Source: an optimization exercise on an open RTL-to-GDS flow (aim: small area and a short achievable clock period). Production flows keep margins and buffers that such runs may drop.
The RTL was checked by simulation tests, not by an equivalence proof against the original design.
Power and IR drop assume default switching activity.

==> run a <==
// fir
module fir(
    input clk,
    input signed [15:0] noisy_signal,
    output signed [15:0] filtered_signal
);
    reg [15:0] r0;
    reg [15:0] r1;
    reg [15:0] r2;
    reg [15:0] r3;
    reg [15:0] r4;
    reg [15:0] r5;
    reg [15:0] r6;
    reg [15:0] r7;
    reg [15:0] r8;
    reg [16:0] p0_0;
    reg [16:0] p1_0;
    reg rp2_0;
    reg rp2_1;
    reg rp2_2;
    reg rp2_3;
    reg rc2_4;
    reg rp2_5;
    reg rp2_6;
    reg rp2_7;
    reg rp2_8;
    reg rc2_9;
    reg rp2_10;
    reg rp2_11;
    reg rp2_12;
    reg rc2_13;
    reg rp2_14;
    reg rp2_15;
    reg rp2_16;
    reg rc2_17;
    reg rp2_18;
    reg rp2_19;
    reg rp2_20;
    reg rp3_21;
    reg rp3_22;
    reg rp3_23;
    reg rc3_24;
    reg rp3_25;
    reg rp3_26;
    reg rp3_27;
    reg rc3_28;
    reg rp3_29;
    reg rp3_30;
    reg rp3_31;
    reg rc3_32;
    reg rp3_33;
    reg rp3_34;
    reg rp3_35;
    reg rc3_36;
    reg rp3_37;
    reg rp3_38;
    reg rp3_39;
    reg rc3_40;
    reg rp3_41;
    reg rp3_42;
    reg qm2_43;
    reg qm2_44;
    reg qm2_45;
    reg qm2_46;
    reg qm2_47;
    reg qm2_48;
    reg qm2_49;
    reg qm2_50;
    reg qm2_51;
    reg qm2_52;
    reg qm2_53;
    reg qm2_54;
    reg qm2_55;
    reg qm2_56;
    reg qm2_57;
    reg qm2_58;
    reg qm2_59;
    reg qm2_60;
    reg qm2_61;
    reg qm2_62;
    reg qm2_63;
    reg qm2_64;
    reg qm2_65;
    reg qm2_66;
    reg qm2_67;
    reg qm2_68;
    reg qm2_69;
    reg qm2_70;
    reg qm2_71;
    reg qm2_72;
    reg qm2_73;
    reg qm2_74;
    reg qm1_75;
    reg qm1_76;
    reg qm1_77;
    reg qm1_78;
    reg qm1_79;
    reg qm1_80;
    reg qm1_81;
    reg qm1_82;
    reg qm1_83;
    reg qm1_84;
    reg qm1_85;
    reg qm1_86;
    reg qm1_87;
    reg qm1_88;
    reg qm1_89;
    reg qm1_90;
    reg qm1_91;
    reg qm1_92;
    reg qm1_93;
    reg qm1_94;
    reg qm1_95;
    reg qm1_96;
    reg qm1_97;
    reg qm1_98;
    reg qm1_99;
    reg qm1_100;
    reg qm1_101;
    reg qm1_102;
    reg qm1_103;
    reg qm1_104;
  ...
==> flow/config.mk <==
export PLATFORM = sky130hd
export DESIGN_NAME = fir
export DESIGN_NICKNAME = fir
export VERILOG_FILES = /design/flow/design.v
export SDC_FILE = /design/flow/constraint.sdc
export NUM_CORES = 4
export LEC_CHECK = 0
export CAP_MARGIN = 20
export CORE_MARGIN = 2
export CORE_UTILIZATION = 58
export CTS_CLUSTER_DIAMETER = 100
export CTS_CLUSTER_SIZE = 25
export SETUP_SLACK_MARGIN = 3.85
export SLEW_MARGIN = 20
export SYNTH_HIERARCHICAL = 1
export SYNTH_MINIMUM_KEEP_SIZE = 0
==> flow/constraint.sdc <==
create_clock -name core_clock -period 6.0 [get_ports {clk}]
set_input_delay 1.2000 -clock core_clock [delete_from_list [all_inputs] [get_ports {clk}]]
set_output_delay 1.2000 -clock core_clock [all_outputs]
set_load 0.01 [all_outputs]
run.sh (not shown) runs the stock make flow with config.mk's settings and CLKGATE_MAP_FILE= SYNTH_SCRIPT=/design/flow/synth_recipe.tcl, a recipe that flattens the netlist after the stock synthesis.
==> inputs of run b, as changes to run a <==
--- a/flow/config.mk
+++ b/flow/config.mk
@@ -8,2 +8,3 @@
 export CAP_MARGIN = 20
+export CORE_ASPECT_RATIO = 2.0
 export CORE_MARGIN = 2
@@ -12,3 +13,3 @@
 export CTS_CLUSTER_SIZE = 25
-export SETUP_SLACK_MARGIN = 3.85
+export SETUP_SLACK_MARGIN = 3.8
 export SLEW_MARGIN = 20
==> qor summary <==
                                                     run a       run b
Full die area                                   0.0386 mm2  0.0387 mm2
Detail Route met2 WL                             20,300 um   30,400 um
Wire per inst                                      23.5 um     26.3 um
Non-filler instance count after layout               1,886       1,870
Gpl congestion                                       0.847       0.942
Pre-CTS setup slack                                3.35 ns     3.32 ns
Site row count                                          70          99
Arrival time at the worst endpoint                 1.00 ns     1.01 ns
Multi-input gate share of total cell area            0.478       0.478
Power, Total                                       13.7 mW     14.2 mW
Result of the run         no timing/DRC/antenna violations  no timing/DRC/antenna violations
Diodes inserted                                          1           0
Final core utilization                               0.641       0.640
Layout buffer count excluding clock buffers             45          44
Sequential cell area in the final layout        0.0103 mm2  0.0102 mm2
Flop-to-flop setup slack                           3.86 ns     3.80 ns
Core ar.                                        0.0366 mm2  0.0365 mm2
Proportion of power drawn by the clock network       0.130       0.125
Detailed-placement wirelength estimate           36,700 um   41,900 um
Buffer share of cell area                           0.0149      0.0147
Die X-Extent                                        197 um      140 um
Multi-input logic area                          0.0112 mm2  0.0112 mm2
Comb pwr                                           6.28 mW     6.71 mW
Met1 routed wirelength after detailed routing    21,200 um   14,200 um

[static timing again, ports no longer ideal]
The results above use ideal ports. As a check the final layouts listed here were re-extracted and re-timed, cells and wires unchanged.
Step 1 sets driving cells, clkbuf_16 on the clock port and buf_2 on the other inputs (assumed; they add their load-dependent delay and slew).
Step 2, shift: input delay + t, output delay - t, t = (earliest + latest rising clock arrival at the registers) / 2. This alone moves slack from input paths to output paths.
Slacks: ideal / step 1 / step 2; pairs: ideal / step 1.
run | shift t [ns] | slack for setup (ns) | hold WS [ns] | latest minus earliest clock arrival (ns)
run a | 0.606 | 3.803 / 3.751 / 3.855 | 0.330 / 0.330 / 0.330 | 0.025 / 0.026
run b | 0.615 | 3.790 / 3.733 / 3.801 | 0.318 / 0.318 / 0.318 | 0.026 / 0.027
After both steps setup and hold are still met in every run listed.
